From an optimization exercise on the open Yosys and OpenROAD flow, aimed at small area, a short achievable clock period and few clock cycles per item; shortcuts taken in it are not production practice. At most, simulation tests tie the RTL to the original design; equivalence was not proved.

Setup of the previous run:
==> flow/design.v (excerpt) <==
module booth_multiplier(
	input			clk,
	input			rst_n,
	input [32:0]	data1,
	input [32:0]	data2,
	input			valid_i,
	output			ready_o,
	input			ready_i,
	output			valid_o,
	output [63:0] 	res
);
	reg			va, vs, vr;
	reg			nrdy, vo;
	reg [32:0]	na1, a2, s1, s2;
	reg [63:0]	r;
	wire [63:0]	prod;
	wire		r_free = ~vr | ready_i;
	wire		a_load = r_free | ~va;
	wire		acc = valid_i & ~vs;
	assign ready_o = ~nrdy;
	assign valid_o = vo;
	assign res = r;
	always @(posedge clk or negedge rst_n) begin
		if (!rst_n) begin
			va <= 1'b0;
			vs <= 1'b0;
			vr <= 1'b0;
			nrdy <= 1'b0;
			vo <= 1'b0;
		end else begin
			if (r_free)
				vr <= va;
			vo <= va | (vr & ~ready_i);
			if (a_load)
				va <= vs | acc;
			if (vs)
				vs <= ~r_free;
			else
				vs <= acc & ~a_load;
			nrdy <= vr & ~ready_i & (vs | (valid_i & va));
		end
	end
	always @(posedge clk) begin
		if (a_load) begin
			na1 <= ~(vs ? s1 : data1);
			a2 <= vs ? s2 : data2;
		end
		if (~vs) begin
			s1 <= data1;
			s2 <= data2;
		end
		if (r_free)
			r <= prod;
	end
	mul33 u_mul (.na(na1), .b(a2), .p(prod));
endmodule
Size in the first run: about 200 flip-flops, roughly 140 I/O pins, ~29000 sq um of cells after synthesis.
clock: 32.0 ns
lec_check: 0
abc_area: 1
cap_margin: 20
cell_pad_in_sites_detail_placement: 2
cell_pad_in_sites_global_placement: 2
core_margin: 2
core_utilization: 30
cts_cluster_diameter: 100
cts_cluster_size: 24
place_density: 0.5
slew_margin: 20
synth_hierarchical: 1
synth_minimum_keep_size: 0
standard.sh (not shown) runs the stock make flow with config.mk's settings and CLKGATE_MAP_FILE= SYNTH_SCRIPT=/design/flow/synth_recipe.tcl, a recipe that flattens the netlist after the stock synthesis.
==> flow/flow/run.sh <==
#!/bin/bash
# The standard layout (standard.sh) with extra ORFS make variables:
#  - port buffers use a plain buffer cell (buf_2) instead of the default choice
#  - flow/extra.txt, if present, holds one more VAR=VALUE per line
set -euo pipefail
ARGS=("BUFFER_PORTS_ARGS=-buffer_cell sky130_fd_sc_hd__buf_2")
if [[ -f flow/extra.txt ]]; then
  while read -r line; do [[ -n "$line" ]] && ARGS+=("$line"); done < flow/extra.txt
fi
bash standard.sh "${ARGS[@]}" finish > make.log 2>&1
The inputs of the current run differ from those of the previous run as listed below.
diff --git a/flow/design.v b/flow/design.v
--- a/flow/design.v
+++ b/flow/design.v
@@ -4,29 +4,46 @@
 	input [32:0]	data1,
 	input [32:0]	data2,
 	input			valid_i,
 	output			ready_o,
 	input			ready_i,
 	output			valid_o,
 	output [63:0] 	res
 );
 	reg			va, vs, vr;
 	reg			nrdy, vo;
-	reg [32:0]	na1, a2, s1, s2;
+	reg [32:0]	na1, s1, s2;
+	reg [16:0]	na_one, na_two;
+	reg [15:0]	a_neg;
 	reg [63:0]	r;
 	wire [63:0]	prod;
 	wire		r_free = ~vr | ready_i;
 	wire		a_load = r_free | ~va;
 	wire		acc = valid_i & ~vs;
 	assign ready_o = ~nrdy;
 	assign valid_o = vo;
 	assign res = r;
+	wire [32:0]	b_in = vs ? s2 : data2;
+	wire [34:0]	b_ext = {1'b0, b_in, 1'b0};
+	wire [16:0]	e_one, e_two;
+	wire [15:0]	e_neg;
+	genvar j;
+	generate
+		for (j = 0; j < 17; j = j + 1) begin : enc
+			assign e_one[j] = b_ext[2*j+1] ^ b_ext[2*j];
+			assign e_two[j] = (b_ext[2*j+2] & ~b_ext[2*j+1] & ~b_ext[2*j]) |
+			                  (~b_ext[2*j+2] & b_ext[2*j+1] & b_ext[2*j]);
+			if (j < 16) begin : n
+				assign e_neg[j] = b_ext[2*j+2];
+			end
+		end
+	endgenerate
 	always @(posedge clk or negedge rst_n) begin
 		if (!rst_n) begin
 			va <= 1'b0;
 			vs <= 1'b0;
 			vr <= 1'b0;
 			nrdy <= 1'b0;
 			vo <= 1'b0;
 		end else begin
 			if (r_free)
 				vr <= va;
@@ -36,45 +53,34 @@
 			if (vs)
 				vs <= ~r_free;
 			else
 				vs <= acc & ~a_load;
 			nrdy <= vr & ~ready_i & (vs | (valid_i & va));
 		end
 	end
 	always @(posedge clk) begin
 		if (a_load) begin
 			na1 <= ~(vs ? s1 : data1);
-			a2 <= vs ? s2 : data2;
+			na_one <= ~e_one;
+			na_two <= ~e_two;
+			a_neg <= e_neg;
 		end
 		if (~vs) begin
 			s1 <= data1;
 			s2 <= data2;
 		end
 		if (r_free)
 			r <= prod;
 	end
-	mul33 u_mul (.na(na1), .b(a2), .p(prod));
+	mul33 u_mul (.na(na1), .none(na_one), .ntwo(na_two), .neg(a_neg), .p(prod));
 endmodule
-module mul33 (input [32:0] na, input [32:0] b, output [63:0] p);
-wire [34:0] b_ext = {1'b0, b, 1'b0};
-wire [16:0] none, ntwo;
-wire [15:0] neg;
-genvar j;
-generate
-for (j = 0; j < 17; j = j + 1) begin : enc
-assign none[j] = ~(b_ext[2*j+1] ^ b_ext[2*j]);
-assign ntwo[j] = ~((b_ext[2*j+2] & ~b_ext[2*j+1] & ~b_ext[2*j]) | (~b_ext[2*j+2] & b_ext[2*j+1] & b_ext[2*j]));
-if (j < 16) begin : n
-assign neg[j] = b_ext[2*j+2];
-end
-end
-endgenerate
+module mul33 (input [32:0] na, input [16:0] none, input [16:0] ntwo, input [15:0] neg, output [63:0] p);
 wire pp0_0;
 wire pp0_1;
 wire pp0_2;
 wire pp0_3;
 wire pp0_4;
 wire pp0_5;
 wire pp0_6;
 wire pp0_7;
 wire pp0_8;
 wire pp0_9;
==> summary.txt <==
| via-per-instance ratio | the previous run vs the current run | ≈ equal |
The current run vs. the previous run: number of sequential cells in the layout went up 17; instance area at placement +3.2%.
Comparing the current run and the previous run, the higher number of antenna violations at the first check in global routing was measured on the current run.
When the current run is set beside the previous run, its die area turns out to be 3.6% larger.
The current run vs the previous run — synthesized net count rose 130.
Side by side, multi-input logic portion of the cell area turned out lower in the current run than in the previous run.
Relative to the previous run, the count of non-filler cells in the finished layout measured on the current run has increased by a few percent.
Testbench counts of the current run, summed over its fixed seeds: cycles 2,064, items 2,048.
Function not checked in the previous run: the RTL went through the layout flow alone.

afterwards: timing with drivers on the ports:
Ports are ideal in the flow. The routed layouts listed here were re-timed in OpenROAD.
Step 1 assumes that a clkbuf_16 drives the clock port and a buf_2 every other input.
Step 2 also shifts input and output timing later by t, the mid clock arrival at the registers, as if the neighbouring blocks saw the same clock.
a / b / c = ideal / step 1 / step 2; a / b = the first two.
run | t, ns | slack for setup (ns) | worst data-port slew with drivers (ns) | pins driven straight from the clock port
the previous run | 0.647 | 23.284 / 23.284 / 23.284 | 0.06 | 1
the current run | 0.657 | 24.433 / 24.361 / 24.298 | 0.09 | 1
After both steps setup and hold are still met in every run listed. For the current run, which loses most, drivers alone change the setup slack by -0.072 ns; drivers and shift together by -0.135 ns.
